Source: an optimization exercise on an open RTL-to-GDS flow (aim: small area, a short achievable clock period and few clock cycles). Production flows keep margins and buffers that such runs may drop. Where RTL was checked, it was by simulation tests only, not by an equivalence proof against the original. No activity file was given, so power comes from the tool's default toggle rates.

==> flow/design.v <==
`timescale 1ns / 1ps
module powlib_xbar_top(clk,rst,wrdatas,wraddrs,wrvlds,wrrdys,rddatas,rdaddrs,rdvlds,rdrdys);
  localparam                       B_WRS = 4;
  localparam                       B_RDS = 3;
  localparam                       B_AW  = 2;
  localparam                       B_DW  = 8;
  localparam                       B_NP  = B_WRS*(B_WRS-1)/2;
  input     wire                   clk;
  input     wire                   rst;
  input     wire [B_WRS*B_DW-1:0]  wrdatas;
  input     wire [B_WRS*B_AW-1:0]  wraddrs;
  input     wire [B_WRS-1:0]       wrvlds;
  output    wire [B_WRS-1:0]       wrrdys;
  output    wire [B_RDS*B_DW-1:0]  rddatas;
  output    wire [B_RDS*B_AW-1:0]  rdaddrs;
  output    wire [B_RDS-1:0]       rdvlds;
  input     wire [B_RDS-1:0]       rdrdys;
  reg  [B_RDS-1:0]      vld_q;            
  reg  [B_RDS*B_DW-1:0] dat_q;            
  reg                   a0_q;             
  reg  [B_NP-1:0]       pri_q;            
  wire [B_RDS-1:0]      req [0:B_WRS-1];  
  wire [B_RDS-1:0]      tk  [0:B_WRS-1];  
  wire [B_WRS-1:0]      tkr [0:B_RDS-1];  
  wire [B_RDS-1:0]      acc;              
  wire [B_RDS-1:0]      hold;             
  wire [B_WRS*B_WRS-1:0] pri;
  genvar i, j, k;
  for (k=0; k<B_WRS; k=k+1) begin : g_pk
    for (i=0; i<B_WRS; i=i+1) begin : g_pi
      if (k==i) begin : g_eq
        assign pri[k*B_WRS+i] = 1'b0;
      end else if (k<i) begin : g_lt
        assign pri[k*B_WRS+i] = pri_q[(k*(2*B_WRS-1-k))/2+i-k-1];
      end else begin : g_gt
        assign pri[k*B_WRS+i] = ~pri_q[(i*(2*B_WRS-1-i))/2+k-i-1];
      end
    end
  end
  always @(posedge clk) begin : p_pri
    integer pk, pi;
    for (pk=0; pk<B_WRS; pk=pk+1)
      for (pi=pk+1; pi<B_WRS; pi=pi+1)
        if (rst)
          pri_q[(pk*(2*B_WRS-1-pk))/2+pi-pk-1] <= 1'b1;
        else
          pri_q[(pk*(2*B_WRS-1-pk))/2+pi-pk-1] <= pri[((pk+B_WRS-1)%B_WRS)*B_WRS+((pi+B_WRS-1)%B_WRS)];
  end
  for (j=0; j<B_RDS; j=j+1) begin : g_acc
    assign acc[j]  = ~vld_q[j] | rdrdys[j];
    assign hold[j] = ~acc[j];
  end
  wire [B_RDS-1:0]      t   [0:B_WRS-1];
  for (i=0; i<B_WRS; i=i+1) begin : g_wr
    for (j=0; j<B_RDS; j=j+1) begin : g_rd
      wire             x;
      wire [B_WRS-2:0] m;
      powlib_xbar_xterm #(.J(j)) xterm_inst (
        .addr(wraddrs[i*B_AW+:B_AW]),.acc(acc[j]),.x(x));
      for (k=0; k<B_WRS-1; k=k+1) begin : g_o
        powlib_xbar_bterm #(.J(j)) bterm_inst (
          .vld(wrvlds[(i+1+k)%B_WRS]),.addr(wraddrs[((i+1+k)%B_WRS)*B_AW+:B_AW]),
          .pri(pri[((i+1+k)%B_WRS)*B_WRS+i]),.m(m[k]));
      end
      powlib_xbar_rterm rterm_inst (.x(x),.m(m),.t(t[i][j]));
      assign req[i][j] = wrvlds[i] & x;
      assign tk[i][j]  = wrvlds[i] & ~t[i][j];
      assign tkr[j][i] = tk[i][j];
    end
    assign wrrdys[i] = ~&t[i];
  end
  for (j=0; j<B_RDS; j=j+1) begin : g_rd
    wire [B_DW-1:0] d;
    powlib_xbar_dmux #(.W(B_DW)) dmux_inst (
      .sel({hold[j], tkr[j]}),
      .din({dat_q[j*B_DW+:B_DW], wrdatas}),
      .dout(d));
    always @(posedge clk) begin
      if (rst)
        vld_q[j] <= 1'b0;
      else
        vld_q[j] <= hold[j] | req[0][j] | req[1][j] | req[2][j] | req[3][j];
      dat_q[j*B_DW+:B_DW] <= d;
    end
    assign rddatas[j*B_DW+:B_DW] = dat_q[j*B_DW+:B_DW];
    assign rdvlds[j]             = vld_q[j];
  end
  always @(posedge clk) begin
    a0_q <= (tk[0][2] & wraddrs[0]) | (tk[1][2] & wraddrs[2]) |
            (tk[2][2] & wraddrs[4]) | (tk[3][2] & wraddrs[6]) | (hold[2] & a0_q);
  end
  assign rdaddrs = {1'b0, a0_q, 2'b10, 2'b11};
endmodule
module powlib_xbar_xterm(addr,acc,x);
  parameter         J = 0;
  input  wire [1:0] addr;
  input  wire       acc;
  output wire       x;
  wire              dec = (J==0) ? ( addr[1] &  addr[0]) :
                          (J==1) ? ( addr[1] & ~addr[0]) :
                                   (~addr[1]);
  assign x = dec & acc;
endmodule
module powlib_xbar_bterm(vld,addr,pri,m);
  parameter         J = 0;
  input  wire       vld;
  input  wire [1:0] addr;
  input  wire       pri;
  output wire       m;
  wire              dec = (J==0) ? ( addr[1] &  addr[0]) :
                          (J==1) ? ( addr[1] & ~addr[0]) :
                                   (~addr[1]);
  assign m = ~(vld & dec & pri);
endmodule
module powlib_xbar_rterm(x,m,t);
  input  wire       x;
  input  wire [2:0] m;
  output wire       t;
  assign t = ~(x & (&m));
endmodule
module powlib_xbar_dmux(sel,din,dout);
  parameter                W = 8;
  parameter                N = 5;
  input  wire [N-1:0]      sel;
  input  wire [N*W-1:0]    din;
  output wire [W-1:0]      dout;
  genvar b, n;
  for (b=0; b<W; b=b+1) begin : g_bit
    wire [N-1:0] t;
    for (n=0; n<N; n=n+1) begin : g_word
      assign t[n] = sel[n] & din[n*W+b];
    end
    assign dout[b] = |t;
  end
endmodule
Settings: LEC_CHECK=0, CAP_MARGIN=20, CORE_MARGIN=2, CORE_UTILIZATION=40, SETUP_SLACK_MARGIN=1.4, SLEW_MARGIN=20, SYNTH_HIERARCHICAL=1, SYNTH_MINIMUM_KEEP_SIZE=0; clock period 3.6 ns.
standard.sh (not shown) runs the stock make flow with config.mk's settings and CLKGATE_MAP_FILE= SYNTH_SCRIPT=/design/flow/synth_recipe.tcl, a recipe that flattens the netlist after the stock synthesis.
==> flow/flow/run.sh <==
#!/bin/bash
# Standard layout, except that the port buffers are the smallest plain
# buffer (the resizer upsizes the ones on critical paths) instead of the
# delay buffer buffer_ports picks by default.
set -euo pipefail
export BUFFER_PORTS_ARGS="-buffer_cell sky130_fd_sc_hd__buf_1"
bash standard.sh > standard.log 2>&1
Testbench counts at the start, summed over its fixed seeds: cycles 4,878.
Change:
--- a/flow/design.v
+++ b/flow/design.v
@@ -23,5 +23,4 @@
   wire [B_RDS-1:0]      tk  [0:B_WRS-1];  
   wire [B_WRS-1:0]      tkr [0:B_RDS-1];  
-  wire [B_RDS-1:0]      acc;              
   wire [B_RDS-1:0]      hold;             
   wire [B_WRS*B_WRS-1:0] pri;
@@ -47,7 +46,6 @@
           pri_q[(pk*(2*B_WRS-1-pk))/2+pi-pk-1] <= pri[((pk+B_WRS-1)%B_WRS)*B_WRS+((pi+B_WRS-1)%B_WRS)];
   end
-  for (j=0; j<B_RDS; j=j+1) begin : g_acc
-    assign acc[j]  = ~vld_q[j] | rdrdys[j];
-    assign hold[j] = ~acc[j];
+  for (j=0; j<B_RDS; j=j+1) begin : g_hold
+    assign hold[j] = vld_q[j] & ~rdrdys[j];
   end
   wire [B_RDS-1:0]      t   [0:B_WRS-1];
@@ -57,5 +55,5 @@
       wire [B_WRS-2:0] m;
       powlib_xbar_xterm #(.J(j)) xterm_inst (
-        .addr(wraddrs[i*B_AW+:B_AW]),.acc(acc[j]),.x(x));
+        .addr(wraddrs[i*B_AW+:B_AW]),.vld(vld_q[j]),.rdy(rdrdys[j]),.x(x));
       for (k=0; k<B_WRS-1; k=k+1) begin : g_o
         powlib_xbar_bterm #(.J(j)) bterm_inst (
@@ -92,13 +90,14 @@
   assign rdaddrs = {1'b0, a0_q, 2'b10, 2'b11};
 endmodule
-module powlib_xbar_xterm(addr,acc,x);
+module powlib_xbar_xterm(addr,vld,rdy,x);
   parameter         J = 0;
   input  wire [1:0] addr;
-  input  wire       acc;
+  input  wire       vld;    
+  input  wire       rdy;    
   output wire       x;
   wire              dec = (J==0) ? ( addr[1] &  addr[0]) :
                           (J==1) ? ( addr[1] & ~addr[0]) :
                                    (~addr[1]);
-  assign x = dec & acc;
+  assign x = dec & (~vld | rdy);
 endmodule
 module powlib_xbar_bterm(vld,addr,pri,m);
Outcome: The changed run produced a clean layout; routed wire length is higher by 5.4%; worst setup slack improves by 0.049 ns; die area is higher by 4.3%; power is higher by 8.7%; critical path depth is lower by 3; fmax is higher by 2.2%; sequential share of layout area is lower by 1.4 points; design area is higher by 5.5%; via count is higher by 2.6%; cell count is higher by 1.8%; synthesized cell count is higher by 5.6%; non-clock buffer count is lower by 5; utilization is higher by 1.4 points; register-to-register slack improves by 0.08 ns.
For the second run of this note, only the layout was checked, not whether the RTL still works.

* * *

RTL: the design.v shown in full above, as it stands there.
Settings: LEC_CHECK=0, CAP_MARGIN=20, CORE_MARGIN=2, CORE_UTILIZATION=40, CTS_BUF_LIST=sky130_fd_sc_hd__clkbuf_4, CTS_CLUSTER_DIAMETER=100, CTS_CLUSTER_SIZE=40, SETUP_SLACK_MARGIN=1.3, SLEW_MARGIN=20, SYNTH_HIERARCHICAL=1, SYNTH_MINIMUM_KEEP_SIZE=0; clock period 3.6 ns.
Scripts as last shown in full above: flow/flow/run.sh
Testbench counts at the start, summed over its fixed seeds: cycles 4,878.
Next try:
--- a/flow/design.v
+++ b/flow/design.v
@@ -49,20 +49,25 @@
   for (j=0; j<B_RDS; j=j+1) begin : g_acc
     assign acc[j]  = ~vld_q[j] | rdrdys[j];
     assign hold[j] = ~acc[j];
   end
   wire [B_RDS-1:0]      t   [0:B_WRS-1];
+  wire [B_RDS-1:0]      ofr [0:B_WRS-1];
+  for (k=0; k<B_WRS; k=k+1) begin : g_ofr
+    for (j=0; j<B_RDS; j=j+1) begin : g_rd
+      powlib_xbar_bterm #(.J(j)) bterm_inst (
+        .vld(wrvlds[k]),.addr(wraddrs[k*B_AW+:B_AW]),.ofr(ofr[k][j]));
+    end
+  end
   for (i=0; i<B_WRS; i=i+1) begin : g_wr
     for (j=0; j<B_RDS; j=j+1) begin : g_rd
       wire             x;
       wire [B_WRS-2:0] m;
       powlib_xbar_xterm #(.J(j)) xterm_inst (
         .addr(wraddrs[i*B_AW+:B_AW]),.acc(acc[j]),.x(x));
       for (k=0; k<B_WRS-1; k=k+1) begin : g_o
-        powlib_xbar_bterm #(.J(j)) bterm_inst (
-          .vld(wrvlds[(i+1+k)%B_WRS]),.addr(wraddrs[((i+1+k)%B_WRS)*B_AW+:B_AW]),
-          .pri(pri[((i+1+k)%B_WRS)*B_WRS+i]),.m(m[k]));
+        assign m[k] = ~(ofr[(i+1+k)%B_WRS][j] & pri[((i+1+k)%B_WRS)*B_WRS+i]);
       end
       powlib_xbar_rterm rterm_inst (.x(x),.m(m),.t(t[i][j]));
       assign req[i][j] = wrvlds[i] & x;
       assign tk[i][j]  = wrvlds[i] & ~t[i][j];
       assign tkr[j][i] = tk[i][j];
@@ -99,20 +104,19 @@
   wire              dec = (J==0) ? ( addr[1] &  addr[0]) :
                           (J==1) ? ( addr[1] & ~addr[0]) :
                                    (~addr[1]);
   assign x = dec & acc;
 endmodule
-module powlib_xbar_bterm(vld,addr,pri,m);
+module powlib_xbar_bterm(vld,addr,ofr);
   parameter         J = 0;
   input  wire       vld;
   input  wire [1:0] addr;
-  input  wire       pri;
-  output wire       m;
+  output wire       ofr;
   wire              dec = (J==0) ? ( addr[1] &  addr[0]) :
                           (J==1) ? ( addr[1] & ~addr[0]) :
                                    (~addr[1]);
-  assign m = ~(vld & dec & pri);
+  assign ofr = vld & dec;
 endmodule
 module powlib_xbar_rterm(x,m,t);
   input  wire       x;
   input  wire [2:0] m;
   output wire       t;
Effect: The changed run completed without violations; routed wire length is lower by 2.7%; worst hold slack gains 0.024 ns; synthesized area barely changes; worst setup slack gets better by 0.011 ns; count of clock-buffer cells in the layout is unchanged; cell area came out higher by 2.8%; utilization climbs by 1.0 points; synthesized cell count went up by 2.6%; power grows by 0.91%.
Only the layout flow was run in the second run of this note; the RTL was not checked for function there.

* * *

RTL: the design.v shown in full above, as it stands there.
==> flow/config.mk <==
export PLATFORM = sky130hd
export DESIGN_NAME = powlib_xbar_top
export DESIGN_NICKNAME = powlib_xbar_top
export VERILOG_FILES = /design/flow/design.v
export SDC_FILE = /design/flow/constraint.sdc
export NUM_CORES = 4
export LEC_CHECK = 0
export CAP_MARGIN = 20
export CORE_MARGIN = 2
export CORE_UTILIZATION = 40
export CTS_BUF_LIST = sky130_fd_sc_hd__clkbuf_4
export CTS_CLUSTER_DIAMETER = 100
export CTS_CLUSTER_SIZE = 40
export SETUP_SLACK_MARGIN = 1.4
export SLEW_MARGIN = 20
export SYNTH_HIERARCHICAL = 1
export SYNTH_MINIMUM_KEEP_SIZE = 0
==> flow/constraint.sdc <==
create_clock -name core_clock -period 3.6 [get_ports {clk}]
set_input_delay 0.7200 -clock core_clock [delete_from_list [all_inputs] [get_ports {clk}]]
set_output_delay 0.7200 -clock core_clock [all_outputs]
set_load 0.01 [all_outputs]
Scripts as last shown in full above: flow/flow/run.sh
Testbench counts at the start, summed over its fixed seeds: cycles 4,878.
Then changed:
--- a/flow/design.v
+++ b/flow/design.v
@@ -2,11 +2,10 @@
 module powlib_xbar_top(clk,rst,wrdatas,wraddrs,wrvlds,wrrdys,rddatas,rdaddrs,rdvlds,rdrdys);
   localparam                       B_WRS = 4;
   localparam                       B_RDS = 3;
   localparam                       B_AW  = 2;
   localparam                       B_DW  = 8;
-  localparam                       B_NP  = B_WRS*(B_WRS-1)/2;
   input     wire                   clk;
   input     wire                   rst;
   input     wire [B_WRS*B_DW-1:0]  wrdatas;
   input     wire [B_WRS*B_AW-1:0]  wraddrs;
   input     wire [B_WRS-1:0]       wrvlds;
@@ -16,37 +15,32 @@
   output    wire [B_RDS-1:0]       rdvlds;
   input     wire [B_RDS-1:0]       rdrdys;
   reg  [B_RDS-1:0]      vld_q;            
   reg  [B_RDS*B_DW-1:0] dat_q;            
   reg                   a0_q;             
-  reg  [B_NP-1:0]       pri_q;            
+  reg  [1:0]            top_q;            
   wire [B_RDS-1:0]      req [0:B_WRS-1];  
   wire [B_RDS-1:0]      tk  [0:B_WRS-1];  
   wire [B_WRS-1:0]      tkr [0:B_RDS-1];  
   wire [B_RDS-1:0]      acc;              
   wire [B_RDS-1:0]      hold;             
   wire [B_WRS*B_WRS-1:0] pri;
   genvar i, j, k;
   for (k=0; k<B_WRS; k=k+1) begin : g_pk
     for (i=0; i<B_WRS; i=i+1) begin : g_pi
-      if (k==i) begin : g_eq
-        assign pri[k*B_WRS+i] = 1'b0;
-      end else if (k<i) begin : g_lt
-        assign pri[k*B_WRS+i] = pri_q[(k*(2*B_WRS-1-k))/2+i-k-1];
-      end else begin : g_gt
-        assign pri[k*B_WRS+i] = ~pri_q[(i*(2*B_WRS-1-i))/2+k-i-1];
+      wire [B_WRS-1:0] pm;
+      for (j=0; j<B_WRS; j=j+1) begin : g_pm
+        assign pm[j] = (k!=i) && (((j-i-1)&3) <= ((k-i-1)&3));
       end
+      assign pri[k*B_WRS+i] = pm[top_q];
     end
   end
-  always @(posedge clk) begin : p_pri
-    integer pk, pi;
-    for (pk=0; pk<B_WRS; pk=pk+1)
-      for (pi=pk+1; pi<B_WRS; pi=pi+1)
-        if (rst)
-          pri_q[(pk*(2*B_WRS-1-pk))/2+pi-pk-1] <= 1'b1;
-        else
-          pri_q[(pk*(2*B_WRS-1-pk))/2+pi-pk-1] <= pri[((pk+B_WRS-1)%B_WRS)*B_WRS+((pi+B_WRS-1)%B_WRS)];
+  always @(posedge clk) begin
+    if (rst)
+      top_q <= 2'd0;
+    else
+      top_q <= {top_q[1]^top_q[0], ~top_q[0]};
   end
   for (j=0; j<B_RDS; j=j+1) begin : g_acc
     assign acc[j]  = ~vld_q[j] | rdrdys[j];
     assign hold[j] = ~acc[j];
   end
What happened: Worst setup slack loses 71 ps. Register-to-register slack improved by 40 ps. Sequential share of layout area drops by 3.7 points. First-iteration DRC count went up by 6.8%. Design area goes up by about 3.3%. Synthesized area went down by 0.31%. Routed wire length increases by 2.6%.
Function not checked in the second run of this note: the RTL went through the layout flow alone.

-- port drivers added, routing unchanged --
No port has a modelled driver above. Below, the same layouts with a new extraction and two added sets of constraints. Step 1 sets driving cells, clkbuf_16 on the clock port and buf_2 on the other inputs (assumed; they add their load-dependent delay and slew). Step 2 also shifts input and output timing later by t, the mid clock arrival at the registers, as if the neighbouring blocks saw the same clock. a / b / c = ideal ports / drivers / drivers and shift; a / b = the first two.
| run | shift t [ns] | setup WS [ns] | worst setup path after step 2 | clock arrival spread, ns |
|---|---|---|---|---|
| the first run of note 1 | 0.307 | 1.344 / 1.317 / 1.222 | input to register | 0.005 / 0.005 |
| the second run of note 1 | 0.313 | 1.393 / 1.343 / 1.241 | input to register | 0.008 / 0.008 |
| the first run of note 2 | 0.358 | 1.328 / 1.302 / 1.186 | input to register | 0.009 / 0.008 |
| the second run of note 2 | 0.374 | 1.339 / 1.304 / 1.281 | input to register | 0.011 / 0.011 |
| the first run of note 3 | 0.361 | 1.369 / 1.326 / 1.087 | input to register | 0.007 / 0.007 |
| the second run of note 3 | 0.351 | 1.298 / 1.272 / 1.143 | input to register | 0.009 / 0.009 |
After both steps setup and hold are still met in every run listed. For the first run of note 3, which loses most, drivers alone change the setup slack by -0.043 ns; drivers and shift together by -0.282 ns.
